From an optimization exercise on the open Yosys and OpenROAD flow, aimed at small area, a short achievable clock period and few clock cycles; shortcuts taken in it are not production practice. In this exercise RTL edits were held to simulation tests only and were not proved equivalent to the original. No activity file was given, so power comes from the tool's default toggle rates.

`run.sh`:
```
#!/bin/bash
# synth_recipe.tcl (not shown) runs the flow's synth.tcl, then flattens the netlist and writes it again
# the make line also repeats each setting of config.mk as NAME=value (left out here)
make -C /OpenROAD-flow-scripts/flow DESIGN_CONFIG=/design/flow/config.mk WORK_HOME=/design/flow/orfs CLKGATE_MAP_FILE= SYNTH_SCRIPT=/design/flow/synth_recipe.tcl finish
```
`config.mk`:
```
export PLATFORM = sky130hd
export DESIGN_NAME = accelerator
export DESIGN_NICKNAME = accelerator
export VERILOG_FILES = /design/flow/design.v
export SDC_FILE = /design/flow/constraint.sdc
export NUM_CORES = 4
export LEC_CHECK = 0
export CAP_MARGIN = 20
export CORE_MARGIN = 2
export CORE_UTILIZATION = 40
export PLACE_DENSITY = 0.6
export SLEW_MARGIN = 20
```
`constraint.sdc`:
```
create_clock -name core_clock -period 7.5 [get_ports {clk}]
set_input_delay 1.5000 -clock core_clock [delete_from_list [all_inputs] [get_ports {clk}]]
set_output_delay 1.5000 -clock core_clock [all_outputs]
set_load 0.01 [all_outputs]
```
`design.v`:
```
module nn_ctr(
	input clk,
	input init,
	input step,
	output reg lay,         
	output reg bf,          
	output reg bs,          
	output reg [2:0] ph,    
	output reg [5:0] k,     
	output reg [7:0] n,     
	output reg a,           
	output reg fin,         
	output node_end,        
	output lay_end,         
	output all_end          
);
	wire grp_last = lay ? (ph[1:0] == 2'd3) : (ph == 3'd7);
	wire k_last   = lay ? (k == 6'd49) : (k == 6'd48);
	wire n_last   = lay ? (n == 8'd198) : (n == 8'd199);
	assign node_end = step && !bf && grp_last && k_last;
	assign lay_end  = node_end && n_last && !lay;
	assign all_end  = node_end && n_last && lay && a;
	always @(posedge clk) begin
		if (init) begin
			lay <= 1'b0; bf <= 1'b1; bs <= 1'b0; ph <= 3'd0;
			k <= 6'd0; n <= 8'd0; a <= 1'b0; fin <= 1'b0;
		end else if (step) begin
			if (bf) begin
				if (lay && !bs)
					bs <= 1'b1;
				else begin
					bs <= 1'b0;
					bf <= 1'b0;
				end
			end else begin
				ph <= grp_last ? 3'd0 : ph + 3'd1;
				if (grp_last) begin
					if (k_last) begin
						k <= 6'd0;
						bf <= 1'b1;
						if (n_last) begin
							n <= 8'd0;
							if (!lay) lay <= 1'b1;
							else if (!a) a <= 1'b1;
							else fin <= 1'b1;
						end else
							n <= n + (lay ? 8'd2 : 8'd1);
					end else
						k <= k + 6'd1;
				end
			end
		end
	end
endmodule
module accelerator(
input clk,
input reset_n,
output SDRAM_readn,
output SDRAM_writen,
output SDRAM_chipselect,
input SDRAM_waitrequest,
output [31:0] SDRAM_address,
output [1:0] SDRAM_byteenable,
input SDRAM_readdatavalid,
input [15:0] SDRAM_readdata,
output [15:0] SDRAM_writedata,
input start,
output done
);
assign SDRAM_chipselect = 1'b1;
assign SDRAM_byteenable = 2'b11;
localparam [16:0] B1_W = 17'd20000;
localparam [16:0] B2_W = 17'd20200;
localparam [16:0] W1_W = 17'd20400;
localparam [16:0] W2_W = 17'd59600;
localparam [16:0] Z1_W = 17'd71600;
localparam [16:0] Z2_W = 17'd91600;
localparam S_IDLE = 3'd0;
localparam S_RUN  = 3'd1;
localparam S_BAR  = 3'd2;
localparam S_END  = 3'd3;
localparam S_DONE = 3'd4;
reg [2:0] st;
reg done_r;
reg o_rd, o_wr;
reg [16:0] o_addr;
reg [3:0] o_wd;
assign SDRAM_readn = ~o_rd;
assign SDRAM_writen = ~o_wr;
assign SDRAM_address = {14'd0, o_addr, 1'b0};
assign SDRAM_writedata = {3'd0, o_wd[3], 3'd0, o_wd[2], 3'd0, o_wd[1], 3'd0, o_wd[0]};
assign done = done_r;
wire idle = (st == S_IDLE);
wire adv = !(o_rd || o_wr) || !SDRAM_waitrequest;
reg wpend;             
reg [1:0] wi;          
reg w_lay, w_a;
reg [7:0] w_n;         
reg [3:0] res [0:3];   
wire issue_wr = adv && wpend;
wire issue_rd = adv && !wpend && (st == S_RUN);
reg [16:0] w_addr;
reg [3:0] w_data;
always @(*) begin
	if (!w_lay) begin
		w_addr = Z1_W + 17'd50 * wi + w_n;
		w_data = res[wi];
	end else begin
		w_addr = Z2_W + {w_a, wi[0]} * 17'd200 + {w_n[7:1], wi[1]};
		w_data = {3'd0, res[wi][3]};
	end
end
wire s_lay, s_bf, s_bs, s_a, s_fin;
wire [2:0] s_ph;
wire [5:0] s_k;
wire [7:0] s_n;
wire s_node_end, s_lay_end, s_all_end;
reg [16:0] s_w;        
nn_ctr u_sctr(.clk(clk), .init(idle), .step(issue_rd),
	.lay(s_lay), .bf(s_bf), .bs(s_bs), .ph(s_ph), .k(s_k), .n(s_n), .a(s_a), .fin(s_fin),
	.node_end(s_node_end), .lay_end(s_lay_end), .all_end(s_all_end));
reg [16:0] s_addr;
always @(*) begin
	if (s_bf)
		s_addr = (s_lay ? B2_W : B1_W) + {s_n[7:1], s_n[0] | s_bs};
	else if (!s_lay && !s_ph[2])
		s_addr = 17'd49 * s_ph[1:0] + s_k;
	else if (s_lay && !s_ph[1])
		s_addr = Z1_W + {s_a, s_ph[0]} * 17'd50 + s_k;
	else
		s_addr = s_w + ((s_lay && s_ph[0]) ? 17'd50 : 17'd0);
end
wire s_is_w = !s_bf && (s_lay ? s_ph[1] : s_ph[2]);
always @(posedge clk) begin
	if (idle)
		s_w <= W1_W;
	else if (issue_rd && s_is_w) begin
		if (!s_lay)
			s_w <= s_w + 17'd1;
		else if (s_ph[0]) begin
			if (s_k == 6'd49)
				s_w <= (s_n == 8'd198) ? W2_W : s_w + 17'd51;
			else
				s_w <= s_w + 17'd1;
		end
	end
end
reg rv_q;
reg [15:0] rd_q;
always @(posedge clk) begin
	rv_q <= SDRAM_readdatavalid;
	rd_q <= SDRAM_readdata;
end
wire p_lay, p_bf, p_bs, p_a, p_fin;
wire [2:0] p_ph;
wire [5:0] p_k;
wire [7:0] p_n;
wire p_node_end, p_lay_end, p_all_end;
nn_ctr u_pctr(.clk(clk), .init(idle), .step(rv_q),
	.lay(p_lay), .bf(p_bf), .bs(p_bs), .ph(p_ph), .k(p_k), .n(p_n), .a(p_a), .fin(p_fin),
	.node_end(p_node_end), .lay_end(p_lay_end), .all_end(p_all_end));
reg [15:0] img [0:3];
reg signed [14:0] acc [0:3];
wire signed [14:0] bclamp = (rd_q[15:13] == 3'b000 || rd_q[15:13] == 3'b111) ? rd_q[14:0] :
                            (rd_q[15] ? 15'h6000 : 15'h1fff);
wire [3:0] zor = {|rd_q[15:12], |rd_q[11:8], |rd_q[7:4], |rd_q[3:0]};
wire [1:0] jsel = p_lay ? 2'd0 : p_ph[1:0];
function signed [5:0] wsum;
	input [15:0] w;
	input [3:0] m;
	reg signed [5:0] t0, t1, t2, t3;
	begin
		t0 = m[0] ? {{2{w[3]}},  w[3:0]}   : 6'sd0;
		t1 = m[1] ? {{2{w[7]}},  w[7:4]}   : 6'sd0;
		t2 = m[2] ? {{2{w[11]}}, w[11:8]}  : 6'sd0;
		t3 = m[3] ? {{2{w[15]}}, w[15:12]} : 6'sd0;
		wsum = (t0 + t1) + (t2 + t3);
	end
endfunction
reg e1;         
reg e1_grp;     
integer i;
always @(posedge clk) begin
	if (rv_q) begin
		if (p_bf) begin
			for (i = 0; i < 4; i = i + 1)
				if (!p_lay || (p_bs == i[1]))
					acc[i] <= bclamp;
		end else if (!p_lay) begin
			if (!p_ph[2])
				img[p_ph[1:0]] <= rd_q;
			else
				for (i = 0; i < 4; i = i + 1)
					acc[i] <= acc[i] + wsum(rd_q, img[i][4*jsel +: 4]);
		end else begin
			if (!p_ph[1]) begin
				img[{1'b0, p_ph[0]}][3:0] <= zor;
				img[{1'b1, p_ph[0]}][3:0] <= zor;
			end else
				for (i = 0; i < 4; i = i + 1)
					if (p_ph[0] == i[1])
						acc[i] <= acc[i] + wsum(rd_q, img[i][4*jsel +: 4]);
		end
	end
	if (e1)
		for (i = 0; i < 4; i = i + 1)
			res[i] <= {~acc[i][14], res[i][3:1]};
end
wire drained = !e1 && !wpend && !o_wr;
always @(posedge clk) begin
	if (!reset_n) begin
		st <= S_IDLE;
		done_r <= 1'b0;
		o_rd <= 1'b0;
		o_wr <= 1'b0;
		wpend <= 1'b0;
		e1 <= 1'b0;
	end else begin
		e1 <= p_node_end && !idle;
		e1_grp <= p_lay || (p_n[1:0] == 2'd3);
		case (st)
		S_IDLE: if (start) st <= S_RUN;
		S_RUN:  if (issue_rd && s_lay_end) st <= S_BAR;
		        else if (issue_rd && s_all_end) st <= S_END;
		S_BAR:  if (p_lay && drained) st <= S_RUN;
		S_END:  if (p_fin && drained) begin st <= S_DONE; done_r <= 1'b1; end
		S_DONE: if (!start) begin st <= S_IDLE; done_r <= 1'b0; end
		default: st <= S_IDLE;
		endcase
		if (adv) begin
			o_wr <= wpend;
			o_rd <= !wpend && (st == S_RUN);
		end
		if (e1 && e1_grp)
			wpend <= 1'b1;
		else if (issue_wr && wi == 2'd3)
			wpend <= 1'b0;
	end
end
always @(posedge clk) begin
	if (issue_wr) begin
		o_addr <= w_addr;
		o_wd <= w_data;
	end else if (issue_rd)
		o_addr <= s_addr;
	if (idle) begin
		wi <= 2'd0;
		w_lay <= 1'b0;
		w_a <= 1'b0;
		w_n <= 8'd0;
	end else if (issue_wr) begin
		wi <= wi + 2'd1;
		if (wi == 2'd3) begin
			if (!w_lay) begin
				if (w_n == 8'd49) begin
					w_lay <= 1'b1;
					w_n <= 8'd0;
				end else
					w_n <= w_n + 8'd1;
			end else begin
				if (w_n == 8'd198) begin
					w_a <= 1'b1;
					w_n <= 8'd0;
				end else
					w_n <= w_n + 8'd2;
			end
		end
	end
end
endmodule
```
==> run summary <==
-- cells by family after synthesis --
kind of cell	after synthesis	share of synthesized area [%]
adders and majority gates	194	16.0
other	2	0.0430
DFF	259	39.0
AOI/OAI and AO/OA	456	17.1
and+or+nand+nor	589	16.4
xor gates and xnor gates	108	5.49
buffers and inverters	208	5.26
muxes	13	0.759
-- layer usage --
metal | GRT usage (%) | up-vias | part of all wire (%) | wire [um]
li1 | - | 6604 | - | -
met1 | 26.2 | 6473 | 46 | 19700
met2 | 32.1 | 337 | 46 | 19900
met3 | 2.44 | 80 | 4.6 | 1970
met4 | 6.44 | 0 | 3.3 | 1440
met5 | 0 | - | 0 | 0
-- power breakdown --
| part | internal, uW | switching (uW) |
|---|---|---|
| Combinational | 643 | 866 |
| Clock | 964 | 632 |
| Sequential | 1600 | 44.9 |
-- worst register-to-register path, delay by kind of cell (launching register included) --
kind | cells | cell delay [ns]
AO/OA/AOI/OAI | 9 | 2.28
buffers and inverters | 3 | 0.36
AND/OR/NAND/NOR | 3 | 1.07
XOR/XNOR | 1 | 0.48
adder cells (fa/ha/maj) | 5 | 1.96
flip-flops | 1 | 0.31
-- worst min path at each step --
stage | startpoint | endpoint | slack [ns] | cells after the start
CTS | res[3][2] | res[3][1] | 0.45 | 0
finish | res[3][2] | res[3][1] | 0.45 | 0
detailed placement | res[3][2] | res[3][1] | 0.44 | 0
floorplan | res[0][3] | res[0][2] | 0.42 | 0
global placement | res[1][1] | res[1][0] | 0.43 | 0
global route | res[2][1] | res[2][0] | 0.47 | 0
-- stage by stage --
| stage | area, sq um | cells |
|---|---|---|
| finish | 19500 | 2470 |
| global route | 19500 | 2470 |
| CTS | 19500 | 2469 |
| detailed placement | 18400 | 2411 |
| global placement | 18400 | 2410 |
| floorplan | 17600 | 1857 |
-- placed cells by master (no fill, tap or decap), types with 28 or more instances in the layout --
cell type	count
sky130_fd_sc_hd__clkdlybuf4s50_1	44
sky130_fd_sc_hd__a31oi_1	28
sky130_fd_sc_hd__a21oi_1	112
sky130_fd_sc_hd__xor2_1	61
sky130_fd_sc_hd__fa_1	49
sky130_fd_sc_hd__nor2b_1	45
sky130_fd_sc_hd__conb_1	30
sky130_fd_sc_hd__inv_1	117
sky130_fd_sc_hd__a21o_1	34
sky130_fd_sc_hd__and2_1	39
sky130_fd_sc_hd__ha_1	145
sky130_fd_sc_hd__a211oi_1	31
sky130_fd_sc_hd__o21ai_0	99
sky130_fd_sc_hd__nand2_1	187
sky130_fd_sc_hd__edfxtp_1	162
sky130_fd_sc_hd__dfxtp_1	96
sky130_fd_sc_hd__nor2_1	133
sky130_fd_sc_hd__xnor2_1	46
sky130_fd_sc_hd__nor3_1	42
sky130_fd_sc_hd__nand3_1	39
sky130_fd_sc_hd__clkbuf_16	35
-- cell type report --
cell class,instances,area [sq um],area share [%]
repair buffers,60,568,2.91
clock buffers,39,911,4.66
multi-input cells,1390,9890,50.6
well taps,585,732,3.75
clock inverters,19,188,0.961
flip-flops and latches,259,6810,34.8
inverters,118,443,2.27
-- state kept, by name, indices dropped and copies added, names as in the netlist, 2 cells and up --
signal	count
res	16
wi	2
o_wd	4
u_sctr.n	8
st	3
u_sctr.k	6
s_w	17
o_addr	17
u_pctr.ph	3
u_sctr.ph	3
rd_q	16
u_pctr.k	6
w_n	8
acc	60
img	64
u_pctr.n	8
==> impl_summary.txt <==
----------------------------------------------------
[Critical path]
  FF-to-FF path depth ... 21
  Endpoint of the worst setup timing path ... acc[0][14]
  Critical path buffers and inverters ... 3
  Stage delay of the slowest cell on the critical path ... 0.65 ns
  Worst Setup End Kind ... flop
  Terminus of the critical flop-to-flop path ... acc[0][14]
  Logic depth of the worst setup path including buffers ... 21
  Peak fanout along the critical path ... 24
  Slowest-stage cell, CP ... sky130_fd_sc_hd__o311ai_0
  Sequence of cells on the critical path ... inv_1 > nand2_1 > a211oi_1 > a31oi_1 > and2_1 > fa_1 > inv_1 > fa_1 > inv_1 > ha_1 > fa_1 > a21o_1 > a21oi_1 > xnor2_1 > ha_1 > o21a_1 > o21ai_0 > o311ai_0 > nand3_1 > a311oi_1 > a211oi_1
  WP data required ... 7.80 ns
  First element of the critical path ... u_pctr.lay
  Critical path's top delay family ... compound AO/OA/AOI/OAI gates
  Setup CP Type ... flop to flop
  Kind of start point of the critical path ... flop
  Start of the worst register-to-register path ... u_pctr.lay
  Arrival time at the worst endpoint ... 7.06 ns
  Setup slack of the most critical reg-to-reg path ... 0.74 ns

[Route]
  TritonRoute pass-1 iters ... 5
  Total Wirelength ... 43,000 um
  Drt first-iter violations ... 1,001
  Wire length per cell ... 17.4 um
  Count of nets left with antenna violations after detail routing ... 0
  Count of unresolved DRC violations after routing ... 0
  Vias per std cell ... 5.46
  Via count ... 13,500

[Placement]
  Final weighted congestion of routability-driven global placement ... 0.879
  Worst setup slack after placement ... 0.767 ns
  HPWL after detailed placement ... 30,800 um
  IO buf count ... 44

[STA]
  Final number of hold-violating endpoints ... 0
  Slew Limit Headroom ... 21.8%
  Worst hold slack across all endpoints ... 0.452 ns
  Setup repair after global routing missed its margin ... false
  Count of pins over their slew limit ... 0
  Setup tns final ... 0 ns
  Final cycle utilization of the critical path ... 90.2%
  Transition time at the pin with the least slew margin ... 1.16 ns
  Final worst path period need ... 6.76 ns
  Upper clock frequency limit ... 148 MHz
  Final setup vio count ... 0
  Post-route worst setup slack ... 0.736 ns
  Clock skew ... 0.0118 ns

[Clocking]
  Number of buffers created by CTS ... 31
  Clock tree from TritonCTS ... built
  Hold Buf Count CTS ... 0
  Maximum root-to-sink buffer count ... 3
  Later-pin clock latency in the skew report ... 0.58 ns
  Count of cells resized by post-cts repair ... 0
  H-tree lvl count ... 1
  # Post-CTS Setup Buffers ... 0
  Root buffer selected by CTS ... sky130_fd_sc_hd__clkbuf_16
  Clock-pin slew of the registers on the worst-case setup and hold paths ... 0.06 ns
  Total clock sinks ... 259

[Synth]
  Mean cell area of the mapped netlist ... 9.55 sq um
  #FFs+latches synth ... 259
  Netlist area before placement ... 17,500 sq um
  FFs w/ async S/R, synth ... 0%
  Top cells by area in the synthesized netlist ... sky130_fd_sc_hd__edfxtp_1, sky130_fd_sc_hd__dfxtp_1, sky130_fd_sc_hd__ha_1
  Portion of synthesized cell area occupied by the leading cell type ... 27.8%
  EDFF count, synth ... 162
  Top cell types by occurrence after synthesis ... sky130_fd_sc_hd__nand2_1, sky130_fd_sc_hd__edfxtp_1, sky130_fd_sc_hd__ha_1
  Most common cell in the netlist ... sky130_fd_sc_hd__nand2_1
  Library cell occupying the most area in the post-synthesis netlist ... sky130_fd_sc_hd__edfxtp_1
  Most instantiated flip-flop cell in the synthesis netlist ... sky130_fd_sc_hd__edfxtp_1
  Count of different cell masters after synthesis ... 85
  Portion of the post-synthesis area used by sequential elements ... 39.0%
  Cell count after synthesis ... 1,829
  Synthesis warning total ... 4

[GRT]
  Number of antenna violations at the first check in global routing ... 0
  First-pass GRT wire length ... 70,100 um
  Number of global-route vias before repair ... 13,300
  Maximum number of pins on one net before global-route repair ... 78
  Overall track demand over capacity in global routing ... 19.4%
  Global route total overflow ... 0

[Layout]
  Fraction of final layout cells with drive strength greater than 1 ... 5.68%
  Net count reported at finish ... 2,075
  Number of antenna repair diodes ... 0
  Area Overhead vs Synth ... 11.8%
  Final core utilization ... 45.4%
  Fillers ... 4,105

[Floorplanning]
  Die H ... 213 um
  Placeable core region ... 43,100 sq um
  Chip width ... 213 um
  Number of ports placed on the die boundary ... 75
  Starting density of the core ... 40.6%
  Std cell rows ... 76
  Die ar. ... 45,400 sq um

[Status]
  Status ... complete, no violations

[Power]
  Leakage power ... 0.00768 uW
  Total power per unit cell area ... 243 nW/um^2
  Overall power of the completed layout ... 4750 uW
  Worst voltage drop across the vdd grid ... 0.165 mV

[Run]
  Number of violations of the max-capacitance limit ... 0

[Min path]
  Min-delay worst type ... flop to flop

----------------------------------------------------
Testbench counts, summed over its fixed seeds: cycles 641,852.

==> re-timing with driven ports <==
The results above use ideal ports. As a check the final layout listed here was re-extracted and re-timed, cells and wires unchanged. Step 1 sets driving cells, clkbuf_16 on the clock port and buf_2 on the other inputs (assumed; they add their load-dependent delay and slew). Step 2 also shifts input and output timing later by t, the mid clock arrival at the registers, as if the neighbouring blocks saw the same clock. Three values: ideal, step 1, step 2; two values: the first two.
shift t [ns]: 0.623
setup WS [ns]: 0.736 / 0.736 / 0.736
clock arrival spread, ns: 0.014 / 0.014
worst slew at a driven data input, ns: 0.04
cell pins on the clock port's net: 1
After both steps setup and hold are still met in this run. For this run, drivers alone change the setup slack by 0.000 ns; drivers and shift together by 0.000 ns.
